Context: an optimization exercise on an open-source flow, tuned for small area, a short achievable clock period and few clock cycles per item. The choices shown serve that exercise and are no tape-out recipe. Only simulation tests tie the RTL to the original design; equivalence was not proved.

==> flow/design.v (outline; a module is shown in full before it is edited, if it fits) <==
// module fa: 4 lines
// module ha: 4 lines
// module hai: 4 lines
// module qsel: 7 lines
// module bc: 4 lines
// module gc: 3 lines
// module sq_mod_p: 1143 lines
// module sq_mod_q: 1773 lines
// module crt_s: 1071 lines
// module crt_x: 486 lines
// module decode_7seg: 26 lines
// module bbs_generator: 60 lines
module bbs_generator(
    input  wire CLOCK_50,
    input  wire res,
    input  wire [63:0] seed,
    output wire [9:0] LEDR,
    output reg  valid,
    output wire [63:0] x_out,
    output wire [6:0] HEX0,
    output wire [6:0] HEX1,
    output wire [6:0] HEX2,
    output wire [6:0] HEX3,
    output wire [6:0] HEX4,
    output wire [6:0] HEX5
);
  // ...
==> flow/run.sh <==
#!/bin/bash
# synth_recipe.tcl (not shown) runs the flow's synth.tcl, then flattens the netlist and writes it again
# the make line also repeats each setting of config.mk as NAME=value (left out here)
make -C /OpenROAD-flow-scripts/flow DESIGN_CONFIG=/design/flow/config.mk WORK_HOME=/design/flow/orfs CLKGATE_MAP_FILE= SYNTH_SCRIPT=/design/flow/synth_recipe.tcl finish
==> flow/config.mk <==
export PLATFORM = sky130hd
export DESIGN_NAME = bbs_generator
export DESIGN_NICKNAME = bbs_generator
export VERILOG_FILES = /design/flow/design.v
export SDC_FILE = /design/flow/constraint.sdc
export NUM_CORES = 4
export LEC_CHECK = 0
export CAP_MARGIN = 20
export CORE_MARGIN = 2
export CORE_UTILIZATION = 70
export SETUP_SLACK_MARGIN = 2.5
export SLEW_MARGIN = 20
export SYNTH_HIERARCHICAL = 1
export SYNTH_MINIMUM_KEEP_SIZE = 0
==> flow/constraint.sdc <==
create_clock -name core_clock -period 12.0 [get_ports {CLOCK_50}]
set_input_delay 2.4000 -clock core_clock [delete_from_list [all_inputs] [get_ports {CLOCK_50}]]
set_output_delay 2.4000 -clock core_clock [all_outputs]
set_load 0.01 [all_outputs]
==> flow_summary_export.csv, run 1 <==
group,metric,value,unit
run_status,outcome,"timing/DRC/antenna clean",
cells_and_area,design.seq.count,151,
timing,timing.fmax,0.106,GHz
place,preCtsSetupSlack,1900,ps
cells_and_area,regArea,3820,sq um
logic_synthesis,ys_top_cells_by_area,"fa_1 51%, ha_1 8.0%, dfrtp_1 6.9%",
clock_network,cts_resized,110,
detailed_routing,dr_wl_met2,76.9,mm
cells_and_area,multi_input_comb_cells,4495,
clock_network,cts_sinks,151,
logic_synthesis,ys_types,68,
detailed_routing,drc,0,
timing,rsz0062_at_grt,"true",
worst_setup_path,slowest_delay,760,ps
place,placedCellCount,6246,
floorplanning,die_h,284,um
worst_setup_path,crit_family,"adder cells",
detailed_routing,drt_iter0_drc,4901,
cells_and_area,clock_tree_area_fraction,0.00956,
timing,max_slew_margin,0.302,
flow_run,max-cap-violations,0,
worst_setup_path,crit_cells,26,
clock_network,tritoncts,"built",
clock_network,clockBufferDepth,2,
cells_and_area,layout.core_utilization,0.768,
global_routing,grt_pass1_vias,44818,
clock_network,cts-htree-levels,4,
logic_synthesis,synthSimpleGateAreaFrac,0.166,
cells_and_area,seq_area_frac,0.0643,
clock_network,clk_latency,510,ps
floorplanning,tapCellCount,1040,
detailed_routing,met3_wirelength,24.3,mm
detailed_routing,highest_layer,"met5",
cells_and_area,final_common_cell,"fa_1",
Testbench counts, summed over its fixed seeds: cycles 216, numbers 192.
==> inputs of run 2 (changes only) <==
--- a/flow/design.v
+++ b/flow/design.v
@@ -2920,30 +2920,33 @@
     gc yt_G30_0_c (.gh(yt_G30_15p), .ph(yt_P30_15), .gl(yt_G14_0), .g(yt_G30_0));
     assign yt_G[30] = yt_G30_0;
     assign yt_P[30] = 1'b0;
     wire yt_co = yt_G[30];
     wire [30:0] yt_s = yt_p ^ {yt_G[29:0], 1'b0};
     wire [30:0] t = yt_s;
     wire h1 = yt_co ^ e;    
     wire h2 = yt_co & e;    
-    wire [6:0] l0 = {1'b0, t[5:0]};
-    wire [6:0] l19 = {1'b0, t[5:0]} + 7'd19;
-    wire [6:0] l38 = {1'b0, t[5:0]} + 7'd38;
-    wire [6:0] l = h2 ? l38 : (h1 ? l19 : l0);
+    wire [6:0] w0 = {1'b0, t[5:0]};
+    wire [6:0] w1 = {1'b0, t[5:0]} + 7'd19;
+    wire [6:0] w2 = {1'b0, t[5:0]} + 7'd38;
+    wire [6:0] w3 = {1'b0, t[5:0]} + 7'd57;
+    wire c6 = h2 ? w2[6] : (h1 ? w1[6] : w0[6]);
+    wire [24:0] z = {yt_p[30:7] ^ yt_g[29:6], yt_p[6] ^ yt_G[5]};
     wire [25:0] ones;
     assign ones[0] = 1'b1;
     genvar gi;
     generate for (gi = 1; gi < 26; gi = gi + 1) begin : op
-        assign ones[gi] = ones[gi-1] & t[gi+5];
+        assign ones[gi] = &z[gi-1:0];
     end endgenerate
-    wire [24:0] hi = t[30:6] ^ ({25{l[6]}} & ones[24:0]);
-    wire ovf = l[6] & ones[25];
-    wire [6:0] l2 = {1'b0, l[5:0]} + 7'd19;
-    assign r = ovf ? {24'd0, l2} : {hi, l[5:0]};
+    wire ovf = c6 & ones[25];
+    wire [5:0] la = h2 ? w2[5:0] : (h1 ? w1[5:0] : w0[5:0]);
+    wire [5:0] lb = h2 ? w3[5:0] : (h1 ? w2[5:0] : w1[5:0]);
+    wire [24:0] hi = t[30:6] ^ ({25{c6}} & ones[24:0]);
+    assign r = ovf ? {25'd0, lb} : {hi, la};
 endmodule
 module crt_s (
     input  wire [30:0] a,
     input  wire [30:0] b,
     input  wire        ge,
     output wire [30:0] s
 );
     wire [30:0] ad_a = b;
==> flow/config.mk (replaced) <==
export PLATFORM = sky130hd
export DESIGN_NAME = bbs_generator
export DESIGN_NICKNAME = bbs_generator
export VERILOG_FILES = /design/flow/design.v
export SDC_FILE = /design/flow/constraint.sdc
export NUM_CORES = 4
export LEC_CHECK = 0
export CAP_MARGIN = 20
export CORE_MARGIN = 2
export CORE_UTILIZATION = 60
export SETUP_SLACK_MARGIN = 2.5
export SLEW_MARGIN = 20
export SYNTH_HIERARCHICAL = 1
export SYNTH_MINIMUM_KEEP_SIZE = 0
==> run 2 against run 1 <==
  * Still clean on timing, DRC and antenna
  * Critical path depth decreased by 1
  * Non-clock buffer count increased by 31
  * Worst hold slack got worse by 21 ps
  * Fmax increased by 0.34%
  * First-iteration DRC count decreased by 24%
  * Cell count increased by 3.7%
  * Flip-flop and latch count unchanged
  * Clock skew decreased by 3.9 ps
  * Die area increased by 17%
  * Area after synthesis increased by 0.83%
  * Critical endpoint is now x_out[50]
==> flow_summary_export.csv, run 2 <==
group,metric,value,unit
run_status,outcome,"timing/DRC/antenna clean",
clock_network,cts_buffers,17,
floorplanning,io_pins,183,
timing,period_needed,9380,ps
cells_and_area,final_cell_mix,"1,388 x fa_1, 985 x nand2_1, 530 x and2_1, 407 x a21o_1, 343 x ha_1",
cells_and_area,fin_cells,6577,
global_routing,grt_start_max_net_pins,80,
timing,max_slew_margin,0.290,
place,placedCellCount,6474,
cells_and_area,nNetsFinal,7196,
hold_path,whs_path_depth,1,
detailed_routing,drc,0,
timing,fin_setup_tns,0,ps
logic_synthesis,synthTopCellsByCount,"1,405 x fa_1, 990 x nand2_1, 531 x and2_1, 412 x a21o_1, 347 x ha_1",
worst_setup_path,endpoint_kind,"output pin",
detailed_routing,drt_iter0_drc,3717,
logic_synthesis,yosysWarnings,8,
detailed_routing,first_pass_iters,7,
clock_network,cts_hold_buf,0,
worst_setup_path,critical_path.max_fanout,17,
place,port-buffer-count,172,
detailed_routing,ant_nets,0,
global_routing,grt_pass1_wl,272,mm
worst_setup_path,rrSetupSlack,2680,ps
timing,clock-skew-final,19.1,ps
detailed_routing,routedWlPerCell,27.1,um
timing,slew_violations,0,
global_routing,antenna_found_initial,3,
floorplanning,rows,111,
hold_path,min_from,"phase[0]",
worst_setup_path,r2r_cells,27,
floorplanning,die_h,307,um
logic_synthesis,ys_top_cells_by_area,"fa_1 51%, ha_1 7.9%, dfrtp_1 6.8%",
floorplanning,core_area,91400,sq um
global_routing,grt.total_usage,0.389,
timing,min_period_over_period,0.781,
clock_network,ctsRootBufferMaster,"clkbuf_16",
cells_and_area,final_common_cell,"fa_1",
logic_synthesis,synth.avg_cell_area,10.6,sq um
timing,worst-slew-pin-transition,1060,ps
clock_network,clk_latency,480,ps
worst_setup_path,cp.required,9600,ps
logic_synthesis,synthCells,5229,
global_routing,grt_pass1_vias,44511,
clock_network,clk_pin_slew_worst_paths,70,ps
cells_and_area,syn_to_final_growth,9.07,%
logic_synthesis,ys_types,68,
place,place_congestion,1.01,
worst_setup_path,worstSetupStartpointType,"flip-flop",
global_routing,overflow,0,
clock_network,cts-htree-levels,4,
logic_synthesis,syn_area,55200,sq um
worst_setup_path,r2r_start,"b_reg[30]",
detailed_routing,num_vias,40785,
clock_network,tritoncts,"built",
timing,timing.fmax,0.107,GHz
flow_run,max-cap-violations,0,
logic_synthesis,synth_edf_count,0,
cells_and_area,fill_cells,7358,
cells_and_area,antenna_cells,0,
place,place_hpwl,138,mm
logic_synthesis,yosysMostFrequentCell,"fa_1",
logic_synthesis,ys_async_sr_fraction,1.00,
clock_network,cts_sinks,151,
clock_network,clockBufferDepth,2,
worst_setup_path,path_class,"reg -> out",
cells_and_area,drive_gt1_frac,0.0898,
logic_synthesis,synth_largest_area_cell,"fa_1",
floorplanning,die_x,307,um
logic_synthesis,ys_ff_latch,151,
hold_path,whs_endpoint,"phase[0]",
timing,hold_viol,0,
worst_setup_path,arrival,6980,ps
floorplanning,die_area,94500,sq um
floorplanning,initial_core_util,0.604,
hold_path,min_path_type,"reg -> reg",
worst_setup_path,r2r-end,"b_reg[25]",
detailed_routing,vias_per_cell,6.20,
logic_synthesis,synth_top_cell_area_share,0.509,
worst_setup_path,critPathLaunch,"s_reg[7]",
logic_synthesis,yosysSeqAreaShare,0.0684,
logic_synthesis,synthFlopType,"dfrtp_1",
detailed_routing,wl,178,mm
timing,setup-violations-final,0,
timing,rsz0062_at_grt,"true",
-- run 2: cell types whose count changed in the layout (fill, tap and decap cells not counted), moves of 9 or more --
cell	change
dlymetal6s2s_1	-12
buf_12	-12
o211ai_1	+11
nor2_1	-14
dfrtp_4	+9
nand2_1	+14
dfrtp_2	-12
buf_4	+47
-- run 2: area by class of cell --
| cell class | instances | area, sq um | area share |
|---|---|---|---|
| tap | 1186 | 1480 | 0.0246 |
| timing repair buffer | 363 | 3520 | 0.0584 |
| sequential | 151 | 3840 | 0.0638 |
| multi-input combinational | 4556 | 49600 | 0.824 |
| clock buffer | 17 | 425 | 0.00706 |
| inverter | 289 | 1110 | 0.0185 |
| clock inverter | 15 | 205 | 0.00341 |
-- run 2: worst max path at each step --
stage,to
floorplan,b_reg[11]
global placement,b_reg[4]
detailed placement,b_reg[4]
CTS,b_reg[17]
global route,x_out[50]
finish,x_out[50]
-- run 2: per-stage QoR --
step | hold slack [ps] | cell area, sq um | util | setup WS, ps
after detailed placement | 467 | 58300 | 0.638 | 1470
final | 484 | 60200 | 0.659 | 2620
after global placement | 464 | 58300 | 0.638 | 1570
after floorplan | 446 | 55300 | - | 3170
after CTS | 477 | 59300 | 0.649 | 2510
after global routing | 505 | 60200 | 0.659 | 2320
-- run 2: layer usage --
layer  up-vias  global-route usage  wire length, um
li1      16875                   -                -
met5         -             0.00155               30
met3       509               0.111            20100
met1     20912               0.523            68500
met2      2485               0.604            81000
met4         4               0.148             8440
-- run 2: timing repair --
action / in CTS / in global routing
setup buffers: 20 / 42
pin swaps: 1 / 7
gates cloned: 2 / 6
gates resized for setup: 92 / 103
endpoints found under the setup margin: 86 / 82
-- run 2: kinds of logic after synthesis --
| kind of cell | after synthesis | synth area share |
|---|---|---|
| XOR/XNOR | 248 | 0.0397 |
| AND/OR/NAND/NOR | 1869 | 0.165 |
| multiplexers | 37 | 0.00950 |
| buffers and inverters | 541 | 0.0401 |
| AO/OA/AOI/OAI | 627 | 0.0885 |
| other | 3 | 0.000204 |
| adder cells (fa/ha/maj) | 1753 | 0.588 |
| flip-flops | 151 | 0.0684 |
-- run 2: Yosys stat by module (local to each module, per instance), excerpt --
module / cell area [sq um] / flip-flops and latches / copies in the design
crt_s: 1730 / 0 / 1
bbs_generator: 5580 / 151 / 1
sq_mod_q: 4250 / 0 / 1
sq_mod_p: 3750 / 0 / 1
crt_x: 1140 / 0 / 1
fa: 20.0 / 0 / 1404
-- run 2: critical path: stages, from the launching register on --
cell	delay, ps
dfrtp_1	390
clkinvlp_4	180
fa_1	550
fa_1	410
ha_1	320
ha_1	350
and2_1	180
and2_1	150
a21o_2	280
a21o_1	180
buf_4	200
a21o_4	240
a21o_1	210
xnor2_4	150
ha_1	200
xor2_1	150
xnor2_1	130
ha_1	340
a21o_1	180
a31oi_2	170
ha_1	180
nor2b_4	220
nand3_1	220
nor3_2	200
xnor2_1	150
clkdlybuf4s50_1	580
Testbench counts of run 2, summed over its fixed seeds: cycles 216, numbers 192.
==> module crt_x, before the edit <==
module crt_x (
    input  wire [30:0] b,
    input  wire [30:0] s,
    output wire [61:0] x
);
    wire [30:0] sn = ~s;
    wire tx1, tx2;
    fa tx1_fa (.a(b[0]), .b(sn[0]), .c(1'b1), .s(tx1), .co(tx2));
    wire tx3, tx4;
    fa tx3_fa (.a(b[1]), .b(sn[1]), .c(sn[0]), .s(tx3), .co(tx4));
    wire tx5, tx6;
    fa tx5_fa (.a(b[2]), .b(sn[2]), .c(sn[1]), .s(tx5), .co(tx6));
    wire tx7, tx8;
    fa tx7_fa (.a(b[3]), .b(sn[3]), .c(sn[2]), .s(tx7), .co(tx8));
    wire tx9, tx10;
    fa tx9_fa (.a(b[4]), .b(sn[4]), .c(sn[3]), .s(tx9), .co(tx10));
    wire tx11, tx12;
    fa tx11_fa (.a(b[5]), .b(sn[5]), .c(sn[4]), .s(tx11), .co(tx12));
    wire tx13, tx14;
    fa tx13_fa (.a(b[6]), .b(sn[6]), .c(sn[5]), .s(tx13), .co(tx14));
    wire tx15, tx16;
    fa tx15_fa (.a(b[7]), .b(sn[7]), .c(sn[6]), .s(tx15), .co(tx16));
    wire tx17, tx18;
    fa tx17_fa (.a(b[8]), .b(sn[8]), .c(sn[7]), .s(tx17), .co(tx18));
    wire tx19, tx20;
    fa tx19_fa (.a(b[9]), .b(sn[9]), .c(sn[8]), .s(tx19), .co(tx20));
    wire tx21, tx22;
    fa tx21_fa (.a(b[10]), .b(sn[10]), .c(sn[9]), .s(tx21), .co(tx22));
    wire tx23, tx24;
    fa tx23_fa (.a(b[11]), .b(sn[11]), .c(sn[10]), .s(tx23), .co(tx24));
    wire tx25, tx26;
    fa tx25_fa (.a(b[12]), .b(sn[12]), .c(sn[11]), .s(tx25), .co(tx26));
    wire tx27, tx28;
    fa tx27_fa (.a(b[13]), .b(sn[13]), .c(sn[12]), .s(tx27), .co(tx28));
    wire tx29, tx30;
    fa tx29_fa (.a(b[14]), .b(sn[14]), .c(sn[13]), .s(tx29), .co(tx30));
    wire tx31, tx32;
    fa tx31_fa (.a(b[15]), .b(sn[15]), .c(sn[14]), .s(tx31), .co(tx32));
    wire tx33, tx34;
    fa tx33_fa (.a(b[16]), .b(sn[16]), .c(sn[15]), .s(tx33), .co(tx34));
    wire tx35, tx36;
    fa tx35_fa (.a(b[17]), .b(sn[17]), .c(sn[16]), .s(tx35), .co(tx36));
    wire tx37, tx38;
    fa tx37_fa (.a(b[18]), .b(sn[18]), .c(sn[17]), .s(tx37), .co(tx38));
    wire tx39, tx40;
    fa tx39_fa (.a(b[19]), .b(sn[19]), .c(sn[18]), .s(tx39), .co(tx40));
    wire tx41, tx42;
    fa tx41_fa (.a(b[20]), .b(sn[20]), .c(sn[19]), .s(tx41), .co(tx42));
    wire tx43, tx44;
    fa tx43_fa (.a(b[21]), .b(sn[21]), .c(sn[20]), .s(tx43), .co(tx44));
    wire tx45, tx46;
    fa tx45_fa (.a(b[22]), .b(sn[22]), .c(sn[21]), .s(tx45), .co(tx46));
    wire tx47, tx48;
    fa tx47_fa (.a(b[23]), .b(sn[23]), .c(sn[22]), .s(tx47), .co(tx48));
    wire tx49, tx50;
    fa tx49_fa (.a(b[24]), .b(sn[24]), .c(sn[23]), .s(tx49), .co(tx50));
    wire tx51, tx52;
    fa tx51_fa (.a(b[25]), .b(sn[25]), .c(sn[24]), .s(tx51), .co(tx52));
    wire tx53, tx54;
    fa tx53_fa (.a(b[26]), .b(sn[26]), .c(sn[25]), .s(tx53), .co(tx54));
    wire tx55, tx56;
    fa tx55_fa (.a(b[27]), .b(sn[27]), .c(sn[26]), .s(tx55), .co(tx56));
    wire tx57, tx58;
    fa tx57_fa (.a(b[28]), .b(sn[28]), .c(sn[27]), .s(tx57), .co(tx58));
    wire tx59, tx60;
    fa tx59_fa (.a(b[29]), .b(sn[29]), .c(sn[28]), .s(tx59), .co(tx60));
    wire tx61, tx62;
    fa tx61_fa (.a(b[30]), .b(sn[30]), .c(sn[29]), .s(tx61), .co(tx62));
    wire tx63, tx64;
    fa tx63_fa (.a(1'b1), .b(tx2), .c(tx3), .s(tx63), .co(tx64));
    wire tx65, tx66;
    fa tx65_fa (.a(sn[0]), .b(1'b1), .c(tx8), .s(tx65), .co(tx66));
    wire tx67, tx68;
    fa tx67_fa (.a(sn[1]), .b(tx10), .c(tx11), .s(tx67), .co(tx68));
    wire tx69, tx70;
    fa tx69_fa (.a(sn[2]), .b(tx12), .c(tx13), .s(tx69), .co(tx70));
    wire tx71, tx72;
    fa tx71_fa (.a(sn[3]), .b(tx14), .c(tx15), .s(tx71), .co(tx72));
    wire tx73, tx74;
    fa tx73_fa (.a(sn[4]), .b(tx16), .c(tx17), .s(tx73), .co(tx74));
    wire tx75, tx76;
    fa tx75_fa (.a(sn[5]), .b(tx18), .c(tx19), .s(tx75), .co(tx76));
    wire tx77, tx78;
    fa tx77_fa (.a(sn[6]), .b(tx20), .c(tx21), .s(tx77), .co(tx78));
    wire tx79, tx80;
    fa tx79_fa (.a(sn[7]), .b(tx22), .c(tx23), .s(tx79), .co(tx80));
    wire tx81, tx82;
    fa tx81_fa (.a(sn[8]), .b(tx24), .c(tx25), .s(tx81), .co(tx82));
    wire tx83, tx84;
    fa tx83_fa (.a(sn[9]), .b(tx26), .c(tx27), .s(tx83), .co(tx84));
    wire tx85, tx86;
    fa tx85_fa (.a(sn[10]), .b(tx28), .c(tx29), .s(tx85), .co(tx86));
    wire tx87, tx88;
    fa tx87_fa (.a(sn[11]), .b(tx30), .c(tx31), .s(tx87), .co(tx88));
    wire tx89, tx90;
    fa tx89_fa (.a(sn[12]), .b(tx32), .c(tx33), .s(tx89), .co(tx90));
    wire tx91, tx92;
    fa tx91_fa (.a(sn[13]), .b(tx34), .c(tx35), .s(tx91), .co(tx92));
    wire tx93, tx94;
    fa tx93_fa (.a(sn[14]), .b(tx36), .c(tx37), .s(tx93), .co(tx94));
    wire tx95, tx96;
    fa tx95_fa (.a(sn[15]), .b(tx38), .c(tx39), .s(tx95), .co(tx96));
    wire tx97, tx98;
    fa tx97_fa (.a(sn[16]), .b(tx40), .c(tx41), .s(tx97), .co(tx98));
    wire tx99, tx100;
    fa tx99_fa (.a(sn[17]), .b(tx42), .c(tx43), .s(tx99), .co(tx100));
    wire tx101, tx102;
    fa tx101_fa (.a(sn[18]), .b(tx44), .c(tx45), .s(tx101), .co(tx102));
    wire tx103, tx104;
    fa tx103_fa (.a(sn[19]), .b(tx46), .c(tx47), .s(tx103), .co(tx104));
    wire tx105, tx106;
    fa tx105_fa (.a(sn[20]), .b(tx48), .c(tx49), .s(tx105), .co(tx106));
    wire tx107, tx108;
    fa tx107_fa (.a(sn[21]), .b(tx50), .c(tx51), .s(tx107), .co(tx108));
    wire tx109, tx110;
    fa tx109_fa (.a(sn[22]), .b(tx52), .c(tx53), .s(tx109), .co(tx110));
    wire tx111, tx112;
    fa tx111_fa (.a(sn[23]), .b(tx54), .c(tx55), .s(tx111), .co(tx112));
    wire tx113, tx114;
    fa tx113_fa (.a(sn[24]), .b(tx56), .c(tx57), .s(tx113), .co(tx114));
    wire tx115, tx116;
    fa tx115_fa (.a(sn[25]), .b(tx58), .c(tx59), .s(tx115), .co(tx116));
    wire tx117, tx118;
    fa tx117_fa (.a(sn[26]), .b(tx60), .c(tx61), .s(tx117), .co(tx118));
    wire tx119, tx120;
    fa tx119_fa (.a(sn[30]), .b(sn[27]), .c(tx62), .s(tx119), .co(tx120));
    wire tx121, tx122;
    fa tx121_fa (.a(tx4), .b(tx5), .c(tx64), .s(tx121), .co(tx122));
    wire tx123, tx124;
    ha tx123_ha (.a(tx6), .b(tx7), .s(tx123), .co(tx124));
    wire tx125, tx126;
    ha tx125_ha (.a(tx65), .b(tx9), .s(tx125), .co(tx126));
    wire tx127, tx128;
    ha tx127_ha (.a(tx67), .b(tx66), .s(tx127), .co(tx128));
    wire tx129, tx130;
    ha tx129_ha (.a(tx69), .b(tx68), .s(tx129), .co(tx130));
    wire tx131, tx132;
    ha tx131_ha (.a(tx71), .b(tx70), .s(tx131), .co(tx132));
    wire tx133, tx134;
    ha tx133_ha (.a(tx73), .b(tx72), .s(tx133), .co(tx134));
    wire tx135, tx136;
    ha tx135_ha (.a(tx75), .b(tx74), .s(tx135), .co(tx136));
    wire tx137, tx138;
    ha tx137_ha (.a(tx77), .b(tx76), .s(tx137), .co(tx138));
    wire tx139, tx140;
    ha tx139_ha (.a(tx79), .b(tx78), .s(tx139), .co(tx140));
    wire tx141, tx142;
    ha tx141_ha (.a(tx81), .b(tx80), .s(tx141), .co(tx142));
    wire tx143, tx144;
    ha tx143_ha (.a(tx83), .b(tx82), .s(tx143), .co(tx144));
    wire tx145, tx146;
    ha tx145_ha (.a(tx85), .b(tx84), .s(tx145), .co(tx146));
    wire tx147, tx148;
    ha tx147_ha (.a(tx87), .b(tx86), .s(tx147), .co(tx148));
    wire tx149, tx150;
    ha tx149_ha (.a(tx89), .b(tx88), .s(tx149), .co(tx150));
    wire tx151, tx152;
    ha tx151_ha (.a(tx91), .b(tx90), .s(tx151), .co(tx152));
    wire tx153, tx154;
    ha tx153_ha (.a(tx93), .b(tx92), .s(tx153), .co(tx154));
    wire tx155, tx156;
    ha tx155_ha (.a(tx95), .b(tx94), .s(tx155), .co(tx156));
    wire tx157, tx158;
    ha tx157_ha (.a(tx97), .b(tx96), .s(tx157), .co(tx158));
    wire tx159, tx160;
    ha tx159_ha (.a(tx99), .b(tx98), .s(tx159), .co(tx160));
    wire tx161, tx162;
    ha tx161_ha (.a(tx101), .b(tx100), .s(tx161), .co(tx162));
    wire tx163, tx164;
    ha tx163_ha (.a(tx103), .b(tx102), .s(tx163), .co(tx164));
    wire tx165, tx166;
    ha tx165_ha (.a(tx105), .b(tx104), .s(tx165), .co(tx166));
    wire tx167, tx168;
    ha tx167_ha (.a(tx107), .b(tx106), .s(tx167), .co(tx168));
    wire tx169, tx170;
    ha tx169_ha (.a(tx109), .b(tx108), .s(tx169), .co(tx170));
    wire tx171, tx172;
    ha tx171_ha (.a(tx111), .b(tx110), .s(tx171), .co(tx172));
    wire tx173, tx174;
    ha tx173_ha (.a(tx113), .b(tx112), .s(tx173), .co(tx174));
    wire tx175, tx176;
    ha tx175_ha (.a(tx115), .b(tx114), .s(tx175), .co(tx176));
    wire tx177, tx178;
    ha tx177_ha (.a(tx117), .b(tx116), .s(tx177), .co(tx178));
    wire tx179, tx180;
    ha tx179_ha (.a(tx119), .b(tx118), .s(tx179), .co(tx180));
    wire tx181, tx182;
    ha tx181_ha (.a(sn[28]), .b(tx120), .s(tx181), .co(tx182));
    wire [35:0] x0 = {1'b0, sn[30], sn[29], tx181, tx179, tx177, tx175, tx173, tx171, tx169, tx167, tx165, tx163, tx161, tx159, tx157, tx155, tx153, tx151, tx149, tx147, tx145, tx143, tx141, tx139, tx137, tx135, tx133, tx131, tx129, tx127, tx125, tx123, tx121, tx63, tx1};
    wire [35:0] x1 = {1'b0, 1'b0, tx182, tx180, tx178, tx176, tx174, tx172, tx170, tx168, tx166, tx164, tx162, tx160, tx158, tx156, tx154, tx152, tx150, tx148, tx146, tx144, tx142, tx140, tx138, tx136, tx134, tx132, tx130, tx128, tx126, tx124, tx122, 1'b0, 1'b0, 1'b0};
    wire [35:0] ax_a = x0;
    wire [35:0] ax_b = x1;
    wire [35:0] ax_p, ax_g;
    ha ax_h0 (.a(ax_a[0]), .b(ax_b[0]), .s(ax_p[0]), .co(ax_g[0]));
    ha ax_h1 (.a(ax_a[1]), .b(ax_b[1]), .s(ax_p[1]), .co(ax_g[1]));
    ha ax_h2 (.a(ax_a[2]), .b(ax_b[2]), .s(ax_p[2]), .co(ax_g[2]));
    ha ax_h3 (.a(ax_a[3]), .b(ax_b[3]), .s(ax_p[3]), .co(ax_g[3]));
    ha ax_h4 (.a(ax_a[4]), .b(ax_b[4]), .s(ax_p[4]), .co(ax_g[4]));
    ha ax_h5 (.a(ax_a[5]), .b(ax_b[5]), .s(ax_p[5]), .co(ax_g[5]));
    ha ax_h6 (.a(ax_a[6]), .b(ax_b[6]), .s(ax_p[6]), .co(ax_g[6]));
    ha ax_h7 (.a(ax_a[7]), .b(ax_b[7]), .s(ax_p[7]), .co(ax_g[7]));
    ha ax_h8 (.a(ax_a[8]), .b(ax_b[8]), .s(ax_p[8]), .co(ax_g[8]));
    ha ax_h9 (.a(ax_a[9]), .b(ax_b[9]), .s(ax_p[9]), .co(ax_g[9]));
    ha ax_h10 (.a(ax_a[10]), .b(ax_b[10]), .s(ax_p[10]), .co(ax_g[10]));
    ha ax_h11 (.a(ax_a[11]), .b(ax_b[11]), .s(ax_p[11]), .co(ax_g[11]));
    ha ax_h12 (.a(ax_a[12]), .b(ax_b[12]), .s(ax_p[12]), .co(ax_g[12]));
    ha ax_h13 (.a(ax_a[13]), .b(ax_b[13]), .s(ax_p[13]), .co(ax_g[13]));
    ha ax_h14 (.a(ax_a[14]), .b(ax_b[14]), .s(ax_p[14]), .co(ax_g[14]));
    ha ax_h15 (.a(ax_a[15]), .b(ax_b[15]), .s(ax_p[15]), .co(ax_g[15]));
    ha ax_h16 (.a(ax_a[16]), .b(ax_b[16]), .s(ax_p[16]), .co(ax_g[16]));
    ha ax_h17 (.a(ax_a[17]), .b(ax_b[17]), .s(ax_p[17]), .co(ax_g[17]));
    ha ax_h18 (.a(ax_a[18]), .b(ax_b[18]), .s(ax_p[18]), .co(ax_g[18]));
    ha ax_h19 (.a(ax_a[19]), .b(ax_b[19]), .s(ax_p[19]), .co(ax_g[19]));
    ha ax_h20 (.a(ax_a[20]), .b(ax_b[20]), .s(ax_p[20]), .co(ax_g[20]));
    ha ax_h21 (.a(ax_a[21]), .b(ax_b[21]), .s(ax_p[21]), .co(ax_g[21]));
    ha ax_h22 (.a(ax_a[22]), .b(ax_b[22]), .s(ax_p[22]), .co(ax_g[22]));
    ha ax_h23 (.a(ax_a[23]), .b(ax_b[23]), .s(ax_p[23]), .co(ax_g[23]));
    ha ax_h24 (.a(ax_a[24]), .b(ax_b[24]), .s(ax_p[24]), .co(ax_g[24]));
    ha ax_h25 (.a(ax_a[25]), .b(ax_b[25]), .s(ax_p[25]), .co(ax_g[25]));
    ha ax_h26 (.a(ax_a[26]), .b(ax_b[26]), .s(ax_p[26]), .co(ax_g[26]));
    ha ax_h27 (.a(ax_a[27]), .b(ax_b[27]), .s(ax_p[27]), .co(ax_g[27]));
    ha ax_h28 (.a(ax_a[28]), .b(ax_b[28]), .s(ax_p[28]), .co(ax_g[28]));
    ha ax_h29 (.a(ax_a[29]), .b(ax_b[29]), .s(ax_p[29]), .co(ax_g[29]));
    ha ax_h30 (.a(ax_a[30]), .b(ax_b[30]), .s(ax_p[30]), .co(ax_g[30]));
    ha ax_h31 (.a(ax_a[31]), .b(ax_b[31]), .s(ax_p[31]), .co(ax_g[31]));
    ha ax_h32 (.a(ax_a[32]), .b(ax_b[32]), .s(ax_p[32]), .co(ax_g[32]));
    ha ax_h33 (.a(ax_a[33]), .b(ax_b[33]), .s(ax_p[33]), .co(ax_g[33]));
    ha ax_h34 (.a(ax_a[34]), .b(ax_b[34]), .s(ax_p[34]), .co(ax_g[34]));
    ha ax_h35 (.a(ax_a[35]), .b(ax_b[35]), .s(ax_p[35]), .co(ax_g[35]));
    wire [35:0] ax_G, ax_P;
    assign ax_G[0] = ax_g[0];
    assign ax_P[0] = ax_p[0];
    wire ax_G1_0;
    gc ax_G1_0_c (.gh(ax_g[1]), .ph(ax_p[1]), .gl(ax_g[0]), .g(ax_G1_0));
    assign ax_G[1] = ax_G1_0;
    assign ax_P[1] = 1'b0;
    wire ax_G2_0;
    gc ax_G2_0_c (.gh(ax_g[2]), .ph(ax_p[2]), .gl(ax_G1_0), .g(ax_G2_0));
    assign ax_G[2] = ax_G2_0;
    assign ax_P[2] = 1'b0;
    wire ax_G3_2p, ax_P3_2;
    bc ax_G3_2p_c (.gh(ax_g[3]), .ph(ax_p[3]), .gl(ax_g[2]), .pl(ax_p[2]), .g(ax_G3_2p), .p(ax_P3_2));
    wire ax_G3_0;
    gc ax_G3_0_c (.gh(ax_G3_2p), .ph(ax_P3_2), .gl(ax_G1_0), .g(ax_G3_0));
    assign ax_G[3] = ax_G3_0;
    assign ax_P[3] = 1'b0;
    wire ax_G4_0;
    gc ax_G4_0_c (.gh(ax_g[4]), .ph(ax_p[4]), .gl(ax_G3_0), .g(ax_G4_0));
    assign ax_G[4] = ax_G4_0;
    assign ax_P[4] = 1'b0;
    wire ax_G5_4p, ax_P5_4;
    bc ax_G5_4p_c (.gh(ax_g[5]), .ph(ax_p[5]), .gl(ax_g[4]), .pl(ax_p[4]), .g(ax_G5_4p), .p(ax_P5_4));
    wire ax_G5_0;
    gc ax_G5_0_c (.gh(ax_G5_4p), .ph(ax_P5_4), .gl(ax_G3_0), .g(ax_G5_0));
    assign ax_G[5] = ax_G5_0;
    assign ax_P[5] = 1'b0;
    wire ax_G6_4p, ax_P6_4;
    bc ax_G6_4p_c (.gh(ax_g[6]), .ph(ax_p[6]), .gl(ax_G5_4p), .pl(ax_P5_4), .g(ax_G6_4p), .p(ax_P6_4));
    wire ax_G6_0;
    gc ax_G6_0_c (.gh(ax_G6_4p), .ph(ax_P6_4), .gl(ax_G3_0), .g(ax_G6_0));
    assign ax_G[6] = ax_G6_0;
    assign ax_P[6] = 1'b0;
    wire ax_G7_6p, ax_P7_6;
    bc ax_G7_6p_c (.gh(ax_g[7]), .ph(ax_p[7]), .gl(ax_g[6]), .pl(ax_p[6]), .g(ax_G7_6p), .p(ax_P7_6));
    wire ax_G7_4p, ax_P7_4;
    bc ax_G7_4p_c (.gh(ax_G7_6p), .ph(ax_P7_6), .gl(ax_G5_4p), .pl(ax_P5_4), .g(ax_G7_4p), .p(ax_P7_4));
    wire ax_G7_0;
    gc ax_G7_0_c (.gh(ax_G7_4p), .ph(ax_P7_4), .gl(ax_G3_0), .g(ax_G7_0));
    assign ax_G[7] = ax_G7_0;
    assign ax_P[7] = 1'b0;
    wire ax_G8_0;
    gc ax_G8_0_c (.gh(ax_g[8]), .ph(ax_p[8]), .gl(ax_G7_0), .g(ax_G8_0));
    assign ax_G[8] = ax_G8_0;
    assign ax_P[8] = 1'b0;
    wire ax_G9_8p, ax_P9_8;
    bc ax_G9_8p_c (.gh(ax_g[9]), .ph(ax_p[9]), .gl(ax_g[8]), .pl(ax_p[8]), .g(ax_G9_8p), .p(ax_P9_8));
    wire ax_G9_0;
    gc ax_G9_0_c (.gh(ax_G9_8p), .ph(ax_P9_8), .gl(ax_G7_0), .g(ax_G9_0));
    assign ax_G[9] = ax_G9_0;
    assign ax_P[9] = 1'b0;
    wire ax_G10_8p, ax_P10_8;
    bc ax_G10_8p_c (.gh(ax_g[10]), .ph(ax_p[10]), .gl(ax_G9_8p), .pl(ax_P9_8), .g(ax_G10_8p), .p(ax_P10_8));
    wire ax_G10_0;
    gc ax_G10_0_c (.gh(ax_G10_8p), .ph(ax_P10_8), .gl(ax_G7_0), .g(ax_G10_0));
    assign ax_G[10] = ax_G10_0;
    assign ax_P[10] = 1'b0;
    wire ax_G11_10p, ax_P11_10;
    bc ax_G11_10p_c (.gh(ax_g[11]), .ph(ax_p[11]), .gl(ax_g[10]), .pl(ax_p[10]), .g(ax_G11_10p), .p(ax_P11_10));
    wire ax_G11_8p, ax_P11_8;
    bc ax_G11_8p_c (.gh(ax_G11_10p), .ph(ax_P11_10), .gl(ax_G9_8p), .pl(ax_P9_8), .g(ax_G11_8p), .p(ax_P11_8));
    wire ax_G11_0;
    gc ax_G11_0_c (.gh(ax_G11_8p), .ph(ax_P11_8), .gl(ax_G7_0), .g(ax_G11_0));
    assign ax_G[11] = ax_G11_0;
    assign ax_P[11] = 1'b0;
    wire ax_G12_8p, ax_P12_8;
    bc ax_G12_8p_c (.gh(ax_g[12]), .ph(ax_p[12]), .gl(ax_G11_8p), .pl(ax_P11_8), .g(ax_G12_8p), .p(ax_P12_8));
    wire ax_G12_0;
    gc ax_G12_0_c (.gh(ax_G12_8p), .ph(ax_P12_8), .gl(ax_G7_0), .g(ax_G12_0));
    assign ax_G[12] = ax_G12_0;
    assign ax_P[12] = 1'b0;
    wire ax_G13_12p, ax_P13_12;
    bc ax_G13_12p_c (.gh(ax_g[13]), .ph(ax_p[13]), .gl(ax_g[12]), .pl(ax_p[12]), .g(ax_G13_12p), .p(ax_P13_12));
    wire ax_G13_8p, ax_P13_8;
    bc ax_G13_8p_c (.gh(ax_G13_12p), .ph(ax_P13_12), .gl(ax_G11_8p), .pl(ax_P11_8), .g(ax_G13_8p), .p(ax_P13_8));
    wire ax_G13_0;
    gc ax_G13_0_c (.gh(ax_G13_8p), .ph(ax_P13_8), .gl(ax_G7_0), .g(ax_G13_0));
    assign ax_G[13] = ax_G13_0;
    assign ax_P[13] = 1'b0;
    wire ax_G14_12p, ax_P14_12;
    bc ax_G14_12p_c (.gh(ax_g[14]), .ph(ax_p[14]), .gl(ax_G13_12p), .pl(ax_P13_12), .g(ax_G14_12p), .p(ax_P14_12));
    wire ax_G14_8p, ax_P14_8;
    bc ax_G14_8p_c (.gh(ax_G14_12p), .ph(ax_P14_12), .gl(ax_G11_8p), .pl(ax_P11_8), .g(ax_G14_8p), .p(ax_P14_8));
    wire ax_G14_0;
    gc ax_G14_0_c (.gh(ax_G14_8p), .ph(ax_P14_8), .gl(ax_G7_0), .g(ax_G14_0));
    assign ax_G[14] = ax_G14_0;
    assign ax_P[14] = 1'b0;
    wire ax_G15_14p, ax_P15_14;
    bc ax_G15_14p_c (.gh(ax_g[15]), .ph(ax_p[15]), .gl(ax_g[14]), .pl(ax_p[14]), .g(ax_G15_14p), .p(ax_P15_14));
    wire ax_G15_12p, ax_P15_12;
    bc ax_G15_12p_c (.gh(ax_G15_14p), .ph(ax_P15_14), .gl(ax_G13_12p), .pl(ax_P13_12), .g(ax_G15_12p), .p(ax_P15_12));
    wire ax_G15_8p, ax_P15_8;
    bc ax_G15_8p_c (.gh(ax_G15_12p), .ph(ax_P15_12), .gl(ax_G11_8p), .pl(ax_P11_8), .g(ax_G15_8p), .p(ax_P15_8));
    wire ax_G15_0;
    gc ax_G15_0_c (.gh(ax_G15_8p), .ph(ax_P15_8), .gl(ax_G7_0), .g(ax_G15_0));
    assign ax_G[15] = ax_G15_0;
    assign ax_P[15] = 1'b0;
    wire ax_G16_0;
    gc ax_G16_0_c (.gh(ax_g[16]), .ph(ax_p[16]), .gl(ax_G15_0), .g(ax_G16_0));
    assign ax_G[16] = ax_G16_0;
    assign ax_P[16] = 1'b0;
    wire ax_G17_16p, ax_P17_16;
    bc ax_G17_16p_c (.gh(ax_g[17]), .ph(ax_p[17]), .gl(ax_g[16]), .pl(ax_p[16]), .g(ax_G17_16p), .p(ax_P17_16));
    wire ax_G17_0;
    gc ax_G17_0_c (.gh(ax_G17_16p), .ph(ax_P17_16), .gl(ax_G15_0), .g(ax_G17_0));
    assign ax_G[17] = ax_G17_0;
    assign ax_P[17] = 1'b0;
    wire ax_G18_16p, ax_P18_16;
    bc ax_G18_16p_c (.gh(ax_g[18]), .ph(ax_p[18]), .gl(ax_G17_16p), .pl(ax_P17_16), .g(ax_G18_16p), .p(ax_P18_16));
    wire ax_G18_0;
    gc ax_G18_0_c (.gh(ax_G18_16p), .ph(ax_P18_16), .gl(ax_G15_0), .g(ax_G18_0));
    assign ax_G[18] = ax_G18_0;
    assign ax_P[18] = 1'b0;
    wire ax_G19_18p, ax_P19_18;
    bc ax_G19_18p_c (.gh(ax_g[19]), .ph(ax_p[19]), .gl(ax_g[18]), .pl(ax_p[18]), .g(ax_G19_18p), .p(ax_P19_18));
    wire ax_G19_16p, ax_P19_16;
    bc ax_G19_16p_c (.gh(ax_G19_18p), .ph(ax_P19_18), .gl(ax_G17_16p), .pl(ax_P17_16), .g(ax_G19_16p), .p(ax_P19_16));
    wire ax_G19_0;
    gc ax_G19_0_c (.gh(ax_G19_16p), .ph(ax_P19_16), .gl(ax_G15_0), .g(ax_G19_0));
    assign ax_G[19] = ax_G19_0;
    assign ax_P[19] = 1'b0;
    wire ax_G20_16p, ax_P20_16;
    bc ax_G20_16p_c (.gh(ax_g[20]), .ph(ax_p[20]), .gl(ax_G19_16p), .pl(ax_P19_16), .g(ax_G20_16p), .p(ax_P20_16));
    wire ax_G20_0;
    gc ax_G20_0_c (.gh(ax_G20_16p), .ph(ax_P20_16), .gl(ax_G15_0), .g(ax_G20_0));
    assign ax_G[20] = ax_G20_0;
    assign ax_P[20] = 1'b0;
    wire ax_G21_20p, ax_P21_20;
    bc ax_G21_20p_c (.gh(ax_g[21]), .ph(ax_p[21]), .gl(ax_g[20]), .pl(ax_p[20]), .g(ax_G21_20p), .p(ax_P21_20));
    wire ax_G21_16p, ax_P21_16;
    bc ax_G21_16p_c (.gh(ax_G21_20p), .ph(ax_P21_20), .gl(ax_G19_16p), .pl(ax_P19_16), .g(ax_G21_16p), .p(ax_P21_16));
    wire ax_G21_0;
    gc ax_G21_0_c (.gh(ax_G21_16p), .ph(ax_P21_16), .gl(ax_G15_0), .g(ax_G21_0));
    assign ax_G[21] = ax_G21_0;
    assign ax_P[21] = 1'b0;
    wire ax_G22_20p, ax_P22_20;
    bc ax_G22_20p_c (.gh(ax_g[22]), .ph(ax_p[22]), .gl(ax_G21_20p), .pl(ax_P21_20), .g(ax_G22_20p), .p(ax_P22_20));
    wire ax_G22_16p, ax_P22_16;
    bc ax_G22_16p_c (.gh(ax_G22_20p), .ph(ax_P22_20), .gl(ax_G19_16p), .pl(ax_P19_16), .g(ax_G22_16p), .p(ax_P22_16));
    wire ax_G22_0;
    gc ax_G22_0_c (.gh(ax_G22_16p), .ph(ax_P22_16), .gl(ax_G15_0), .g(ax_G22_0));
    assign ax_G[22] = ax_G22_0;
    assign ax_P[22] = 1'b0;
    wire ax_G23_22p, ax_P23_22;
    bc ax_G23_22p_c (.gh(ax_g[23]), .ph(ax_p[23]), .gl(ax_g[22]), .pl(ax_p[22]), .g(ax_G23_22p), .p(ax_P23_22));
    wire ax_G23_20p, ax_P23_20;
    bc ax_G23_20p_c (.gh(ax_G23_22p), .ph(ax_P23_22), .gl(ax_G21_20p), .pl(ax_P21_20), .g(ax_G23_20p), .p(ax_P23_20));
    wire ax_G23_16p, ax_P23_16;
    bc ax_G23_16p_c (.gh(ax_G23_20p), .ph(ax_P23_20), .gl(ax_G19_16p), .pl(ax_P19_16), .g(ax_G23_16p), .p(ax_P23_16));
    wire ax_G23_0;
    gc ax_G23_0_c (.gh(ax_G23_16p), .ph(ax_P23_16), .gl(ax_G15_0), .g(ax_G23_0));
    assign ax_G[23] = ax_G23_0;
    assign ax_P[23] = 1'b0;
    wire ax_G24_16p, ax_P24_16;
    bc ax_G24_16p_c (.gh(ax_g[24]), .ph(ax_p[24]), .gl(ax_G23_16p), .pl(ax_P23_16), .g(ax_G24_16p), .p(ax_P24_16));
    wire ax_G24_0;
    gc ax_G24_0_c (.gh(ax_G24_16p), .ph(ax_P24_16), .gl(ax_G15_0), .g(ax_G24_0));
    assign ax_G[24] = ax_G24_0;
    assign ax_P[24] = 1'b0;
    wire ax_G25_24p, ax_P25_24;
    bc ax_G25_24p_c (.gh(ax_g[25]), .ph(ax_p[25]), .gl(ax_g[24]), .pl(ax_p[24]), .g(ax_G25_24p), .p(ax_P25_24));
    wire ax_G25_16p, ax_P25_16;
    bc ax_G25_16p_c (.gh(ax_G25_24p), .ph(ax_P25_24), .gl(ax_G23_16p), .pl(ax_P23_16), .g(ax_G25_16p), .p(ax_P25_16));
    wire ax_G25_0;
    gc ax_G25_0_c (.gh(ax_G25_16p), .ph(ax_P25_16), .gl(ax_G15_0), .g(ax_G25_0));
    assign ax_G[25] = ax_G25_0;
    assign ax_P[25] = 1'b0;
    wire ax_G26_24p, ax_P26_24;
    bc ax_G26_24p_c (.gh(ax_g[26]), .ph(ax_p[26]), .gl(ax_G25_24p), .pl(ax_P25_24), .g(ax_G26_24p), .p(ax_P26_24));
    wire ax_G26_16p, ax_P26_16;
    bc ax_G26_16p_c (.gh(ax_G26_24p), .ph(ax_P26_24), .gl(ax_G23_16p), .pl(ax_P23_16), .g(ax_G26_16p), .p(ax_P26_16));
    wire ax_G26_0;
    gc ax_G26_0_c (.gh(ax_G26_16p), .ph(ax_P26_16), .gl(ax_G15_0), .g(ax_G26_0));
    assign ax_G[26] = ax_G26_0;
    assign ax_P[26] = 1'b0;
    wire ax_G27_26p, ax_P27_26;
    bc ax_G27_26p_c (.gh(ax_g[27]), .ph(ax_p[27]), .gl(ax_g[26]), .pl(ax_p[26]), .g(ax_G27_26p), .p(ax_P27_26));
    wire ax_G27_24p, ax_P27_24;
    bc ax_G27_24p_c (.gh(ax_G27_26p), .ph(ax_P27_26), .gl(ax_G25_24p), .pl(ax_P25_24), .g(ax_G27_24p), .p(ax_P27_24));
    wire ax_G27_16p, ax_P27_16;
    bc ax_G27_16p_c (.gh(ax_G27_24p), .ph(ax_P27_24), .gl(ax_G23_16p), .pl(ax_P23_16), .g(ax_G27_16p), .p(ax_P27_16));
    wire ax_G27_0;
    gc ax_G27_0_c (.gh(ax_G27_16p), .ph(ax_P27_16), .gl(ax_G15_0), .g(ax_G27_0));
    assign ax_G[27] = ax_G27_0;
    assign ax_P[27] = 1'b0;
    wire ax_G28_24p, ax_P28_24;
    bc ax_G28_24p_c (.gh(ax_g[28]), .ph(ax_p[28]), .gl(ax_G27_24p), .pl(ax_P27_24), .g(ax_G28_24p), .p(ax_P28_24));
    wire ax_G28_16p, ax_P28_16;
    bc ax_G28_16p_c (.gh(ax_G28_24p), .ph(ax_P28_24), .gl(ax_G23_16p), .pl(ax_P23_16), .g(ax_G28_16p), .p(ax_P28_16));
    wire ax_G28_0;
    gc ax_G28_0_c (.gh(ax_G28_16p), .ph(ax_P28_16), .gl(ax_G15_0), .g(ax_G28_0));
    assign ax_G[28] = ax_G28_0;
    assign ax_P[28] = 1'b0;
    wire ax_G29_28p, ax_P29_28;
    bc ax_G29_28p_c (.gh(ax_g[29]), .ph(ax_p[29]), .gl(ax_g[28]), .pl(ax_p[28]), .g(ax_G29_28p), .p(ax_P29_28));
    wire ax_G29_24p, ax_P29_24;
    bc ax_G29_24p_c (.gh(ax_G29_28p), .ph(ax_P29_28), .gl(ax_G27_24p), .pl(ax_P27_24), .g(ax_G29_24p), .p(ax_P29_24));
    wire ax_G29_16p, ax_P29_16;
    bc ax_G29_16p_c (.gh(ax_G29_24p), .ph(ax_P29_24), .gl(ax_G23_16p), .pl(ax_P23_16), .g(ax_G29_16p), .p(ax_P29_16));
    wire ax_G29_0;
    gc ax_G29_0_c (.gh(ax_G29_16p), .ph(ax_P29_16), .gl(ax_G15_0), .g(ax_G29_0));
    assign ax_G[29] = ax_G29_0;
    assign ax_P[29] = 1'b0;
    wire ax_G30_28p, ax_P30_28;
    bc ax_G30_28p_c (.gh(ax_g[30]), .ph(ax_p[30]), .gl(ax_G29_28p), .pl(ax_P29_28), .g(ax_G30_28p), .p(ax_P30_28));
    wire ax_G30_24p, ax_P30_24;
    bc ax_G30_24p_c (.gh(ax_G30_28p), .ph(ax_P30_28), .gl(ax_G27_24p), .pl(ax_P27_24), .g(ax_G30_24p), .p(ax_P30_24));
    wire ax_G30_16p, ax_P30_16;
    bc ax_G30_16p_c (.gh(ax_G30_24p), .ph(ax_P30_24), .gl(ax_G23_16p), .pl(ax_P23_16), .g(ax_G30_16p), .p(ax_P30_16));
    wire ax_G30_0;
    gc ax_G30_0_c (.gh(ax_G30_16p), .ph(ax_P30_16), .gl(ax_G15_0), .g(ax_G30_0));
    assign ax_G[30] = ax_G30_0;
    assign ax_P[30] = 1'b0;
    wire ax_G31_30p, ax_P31_30;
    bc ax_G31_30p_c (.gh(ax_g[31]), .ph(ax_p[31]), .gl(ax_g[30]), .pl(ax_p[30]), .g(ax_G31_30p), .p(ax_P31_30));
    wire ax_G31_28p, ax_P31_28;
    bc ax_G31_28p_c (.gh(ax_G31_30p), .ph(ax_P31_30), .gl(ax_G29_28p), .pl(ax_P29_28), .g(ax_G31_28p), .p(ax_P31_28));
    wire ax_G31_24p, ax_P31_24;
    bc ax_G31_24p_c (.gh(ax_G31_28p), .ph(ax_P31_28), .gl(ax_G27_24p), .pl(ax_P27_24), .g(ax_G31_24p), .p(ax_P31_24));
    wire ax_G31_16p, ax_P31_16;
    bc ax_G31_16p_c (.gh(ax_G31_24p), .ph(ax_P31_24), .gl(ax_G23_16p), .pl(ax_P23_16), .g(ax_G31_16p), .p(ax_P31_16));
    wire ax_G31_0;
    gc ax_G31_0_c (.gh(ax_G31_16p), .ph(ax_P31_16), .gl(ax_G15_0), .g(ax_G31_0));
    assign ax_G[31] = ax_G31_0;
    assign ax_P[31] = 1'b0;
    wire ax_G32_0;
    gc ax_G32_0_c (.gh(ax_g[32]), .ph(ax_p[32]), .gl(ax_G31_0), .g(ax_G32_0));
    assign ax_G[32] = ax_G32_0;
    assign ax_P[32] = 1'b0;
    wire ax_G33_32p, ax_P33_32;
    bc ax_G33_32p_c (.gh(ax_g[33]), .ph(ax_p[33]), .gl(ax_g[32]), .pl(ax_p[32]), .g(ax_G33_32p), .p(ax_P33_32));
    wire ax_G33_0;
    gc ax_G33_0_c (.gh(ax_G33_32p), .ph(ax_P33_32), .gl(ax_G31_0), .g(ax_G33_0));
    assign ax_G[33] = ax_G33_0;
    assign ax_P[33] = 1'b0;
    wire ax_G34_32p, ax_P34_32;
    bc ax_G34_32p_c (.gh(ax_g[34]), .ph(ax_p[34]), .gl(ax_G33_32p), .pl(ax_P33_32), .g(ax_G34_32p), .p(ax_P34_32));
    wire ax_G34_0;
    gc ax_G34_0_c (.gh(ax_G34_32p), .ph(ax_P34_32), .gl(ax_G31_0), .g(ax_G34_0));
    assign ax_G[34] = ax_G34_0;
    assign ax_P[34] = 1'b0;
    wire ax_G35_34p, ax_P35_34;
    bc ax_G35_34p_c (.gh(ax_g[35]), .ph(ax_p[35]), .gl(ax_g[34]), .pl(ax_p[34]), .g(ax_G35_34p), .p(ax_P35_34));
    wire ax_G35_32p, ax_P35_32;
    bc ax_G35_32p_c (.gh(ax_G35_34p), .ph(ax_P35_34), .gl(ax_G33_32p), .pl(ax_P33_32), .g(ax_G35_32p), .p(ax_P35_32));
    wire ax_G35_0;
    gc ax_G35_0_c (.gh(ax_G35_32p), .ph(ax_P35_32), .gl(ax_G31_0), .g(ax_G35_0));
    assign ax_G[35] = ax_G35_0;
    assign ax_P[35] = 1'b0;
    wire ax_co = ax_G[35];
    wire [35:0] ax_s = ax_p ^ {ax_G[34:0], 1'b0};
    wire [35:0] L = ax_s;
    wire [4:0] m = 5'd19 - L[35:31];
    wire [5:0] lo = {1'b0, s[4:0]} - {1'b0, m};
    wire [25:0] hi = s[30:5] - {25'd0, lo[5]};
    assign x = {hi, lo[4:0], L[30:0]};
endmodule
==> inputs of run 3 (changes only) <==
--- a/flow/design.v
+++ b/flow/design.v
@@ -4497,7 +4497,13 @@
     wire [35:0] L = ax_s;
     wire [4:0] m = 5'd19 - L[35:31];
     wire [5:0] lo = {1'b0, s[4:0]} - {1'b0, m};
-    wire [25:0] hi = s[30:5] - {25'd0, lo[5]};
+    wire [25:0] zeros;
+    assign zeros[0] = 1'b1;
+    genvar gi;
+    generate for (gi = 1; gi < 26; gi = gi + 1) begin : op
+        assign zeros[gi] = zeros[gi-1] & ~s[gi+4];
+    end endgenerate
+    wire [25:0] hi = s[30:5] ^ ({26{lo[5]}} & zeros);
     assign x = {hi, lo[4:0], L[30:0]};
 endmodule
 module decode_7seg(
==> run 3 against run 2 <==
  * Setup slack better by 120 ps
  * Non-clock buffer count decreased by 31
==> flow_summary_export.csv, run 3 <==
group,metric,value,unit
run_status,outcome,"timing/DRC/antenna clean",
timing,max_slew_margin,0.332,
place,place_congestion,1.02,
cells_and_area,syn_to_final_growth,8.15,%
global_routing,busiest_layer,"met2",
logic_synthesis,ys_top_cells_by_area,"fa_1 51%, ha_1 7.9%, dfrtp_1 6.8%",
timing,fin_setup_tns,0,ps
logic_synthesis,synth_compound_area_frac,0.0899,
floorplanning,initial_core_util,0.604,
timing,worst-slew-pin-transition,994,ps
clock_network,clk_latency,500,ps
cells_and_area,drive_gt1_frac,0.0758,
global_routing,grt_start_max_net_pins,90,
cells_and_area,nNetsFinal,7159,
place,port-buffer-count,172,
logic_synthesis,synthTopCellsByCount,"1,405 x fa_1, 990 x nand2_1, 531 x and2_1, 413 x a21o_1, 347 x ha_1",
cells_and_area,antenna_cells,0,
logic_synthesis,muxShareOfSynthArea,0.00950,
logic_synthesis,yosysWarnings,8,
logic_synthesis,yosysMostFrequentCell,"fa_1",
clock_network,cts_sinks,151,
timing,clock-skew-final,18.6,ps
timing,min_period_over_period,0.771,
clock_network,cts_hold_buf,0,
worst_setup_path,critical_path.max_fanout,20,
logic_synthesis,synth_edf_count,0,
timing,hold_slack,478,ps
global_routing,globalRouteMet1Util,0.528,
detailed_routing,vias_per_cell,6.19,
timing,period_needed,9250,ps
detailed_routing,routedWlPerCell,26.9,um
clock_network,clk_pin_slew_worst_paths,80,ps
timing,rsz0062_at_grt,"false",
floorplanning,die_x,307,um
flow_run,max-cap-violations,0,
floorplanning,io_pins,183,
hold_path,min_path_type,"reg -> reg",
timing,hold_viol,0,
floorplanning,core_area,91400,sq um
logic_synthesis,synth_top_cell_area_share,0.510,
logic_synthesis,ys_ff_latch,151,
logic_synthesis,synthSimpleGateAreaFrac,0.164,
cells_and_area,multi_input_area,49400,sq um
cells_and_area,fill_cells,7472,
place,place_hpwl,138,mm
global_routing,met2_usage,0.598,
logic_synthesis,syn_area,55200,sq um
logic_synthesis,synth_top_family_by_area,"adder cells",
cells_and_area,final_common_cell,"fa_1",
logic_synthesis,synthFlopType,"dfrtp_1",
clock_network,cts_buffers,17,
detailed_routing,wl,176,mm
detailed_routing,num_vias,40467,
clock_network,clockBufferDepth,2,
cells_and_area,regArea,3870,sq um
timing,slew_violations,0,
logic_synthesis,synth_xor_area_frac,0.0384,
logic_synthesis,ys_types,66,
global_routing,grt.total_usage,0.389,
worst_setup_path,worstSetupStartpointType,"flip-flop",
logic_synthesis,synth_fa_ha_area_frac,0.588,
logic_synthesis,synth_largest_area_cell,"fa_1",
clock_network,cts-htree-levels,4,
floorplanning,rows,111,
worst_setup_path,cp.required,12400,ps
floorplanning,die_area,94400,sq um
global_routing,overflow,0,
detailed_routing,drc,0,
timing,timing.fmax,0.108,GHz
detailed_routing,drt_iter0_drc,3782,
logic_synthesis,yosysSeqAreaShare,0.0685,
timing,setup-violations-final,0,
global_routing,grt_pass1_wl,271,mm
worst_setup_path,arrival,9660,ps
worst_setup_path,endpoint_kind,"flip-flop",
global_routing,antenna_found_initial,3,
detailed_routing,first_pass_iters,7,
clock_network,ctsRootBufferMaster,"clkbuf_16",
worst_setup_path,path_class,"reg -> reg",
logic_synthesis,synthCells,5230,
cells_and_area,final_cell_mix,"1,394 x fa_1, 990 x nand2_1, 529 x and2_1, 411 x a21o_1, 346 x ha_1",
detailed_routing,ant_nets,0,
logic_synthesis,synth.avg_cell_area,10.6,sq um
floorplanning,die_h,307,um
clock_network,tritoncts,"built",
global_routing,grt_pass1_vias,44158,
logic_synthesis,ys_async_sr_fraction,1.00,
global_routing,grtUsageMet3,0.0950,
## run 3: cell types whose count changed in the layout (fill, tap and decap cells not counted), sizes merged, moves of 5 or more
cell and delta:
o21ai +6, nor4 -6, dlygate4sd2 -5, buf -27, xnor2 -6, inv +6
clkdlybuf4s50 +10, dlymetal6s2s -5, clkinvlp -5
## run 3: path summary, 6_finish.rpt
kind | from | endpoint | slack, ps | cells past startpoint
setup reg to reg | b_reg[28] | b_reg[11] | 2750 | 27
hold reg to reg | phase[0] | phase[0] | 480 | 1
hold / removal | phase[0] | phase[0] | 480 | 1
setup / recovery | b_reg[28] | b_reg[11] | 2750 | 27
min in group asynchronous | res | bq_reg[16] | 2450 | 2
max in group asynchronous | res | b_reg[4] | 7980 | 3
## run 3: repair_timing
action / 4_1_cts / 5_1_grt
cloned: 0 / 1
gates resized for setup: 50 / 74
pin swaps: 1 / 3
buffers inserted: 13 / 31
endpoints found under the setup margin: 79 / 88
## run 3: layout make-up
| class | count | area share |
|---|---|---|
| Clock buffer | 17 | 0.00713 |
| Clock inverter | 15 | 0.00338 |
| Timing Repair Buffer | 332 | 0.0541 |
| Multi-Input combinational cell | 4550 | 0.827 |
| Sequential cell | 151 | 0.0648 |
| Inverter | 289 | 0.0183 |
| Tap cell | 1186 | 0.0249 |
## run 3: logic make-up after synthesis
logic type | after synthesis
and+or+nand+nor | 1863
adders and majority gates | 1752
AOI/OAI and AO/OA | 638
buffers and inverters | 546
xor gates and xnor gates | 240
DFF | 151
muxes | 37
other | 3
## run 3: worst max-delay path, stage by stage (launching register included)
cell and delay, ps:
dfrtp_4 560, buf_6 250, nand2_1 100, fa_1 530
fa_1 510, fa_1 550, fa_1 460, fa_1 410
fa_1 440, fa_1 430, fa_1 500, fa_1 520
fa_1 560, nand2b_1 70, ha_1 370, and2_1 190
and2_1 170, a21o_1 230, a21o_1 200, a21o_1 200
ha_4 320, nor2b_4 210, nand3_1 130, a21oi_4 240
buf_4 190, o21ai_2 90, or4_1 500, a21oi_1 210
## run 3: routing by layer
layer | routed length, um | part of all wire
met5 | 31 | 0.00018
met3 | 18400 | 0.10
met4 | 9380 | 0.053
met1 | 68300 | 0.39
met2 | 80000 | 0.45
## run 3: stage by stage
step	worst slack, ps	cells	util	cell area, sq um
6_report	2750	6540	0.653	59700
3_5_place_dp	1630	6462	0.637	58200
2_1_floorplan	3170	5246	-	55200
5_1_grt	2490	6540	0.653	59700
4_1_cts	2510	6507	0.646	59000
3_3_place_gp	1740	6462	0.637	58200
## run 3: Yosys stat by module (local to each module, per instance)
module	times used	cells inside	cell area, sq um
bbs_generator	1	415	5580
sq_mod_p	1	809	3750
decode_7seg	6	29	233
ha	267	1	12.5
fa	1404	1	20.0
crt_s	1	247	1730
sq_mod_q	1	873	4250
gc	64	1	7.51
hai	24	5	27.5
crt_x	1	163	1110
bc	347	2	13.8
Testbench counts of run 3, summed over its fixed seeds: cycles 216, numbers 192.

==> separate check: timing with driven ports <==
The results above use ideal ports. As a check the final layouts listed here were re-extracted and re-timed, cells and wires unchanged.
Step 1, drivers: a clkbuf_16 drives CLOCK_50 and a buf_2 each remaining input, both assumed.
Step 2 adds t to the input delays and takes it off the output delays; t is the mean of the earliest and latest rising clock arrival at the registers after step 1. Input paths then give back, and output paths get back, about the clock's delay inside the block.
a / b / c = no drivers / after step 1 / after step 2; a / b = the first two.
run	t, ns	slack for setup (ns)	latest minus earliest clock arrival (ns)
run 1	0.562	2.591 / 2.548 / 2.591	0.023 / 0.023
run 2	0.540	2.623 / 2.553 / 2.516	0.019 / 0.019
run 3	0.556	2.747 / 2.747 / 2.469	0.019 / 0.018
After both steps every run listed still meets setup and hold. For run 3, which loses most, drivers alone change the setup slack by 0.000 ns; drivers and shift together by -0.278 ns.
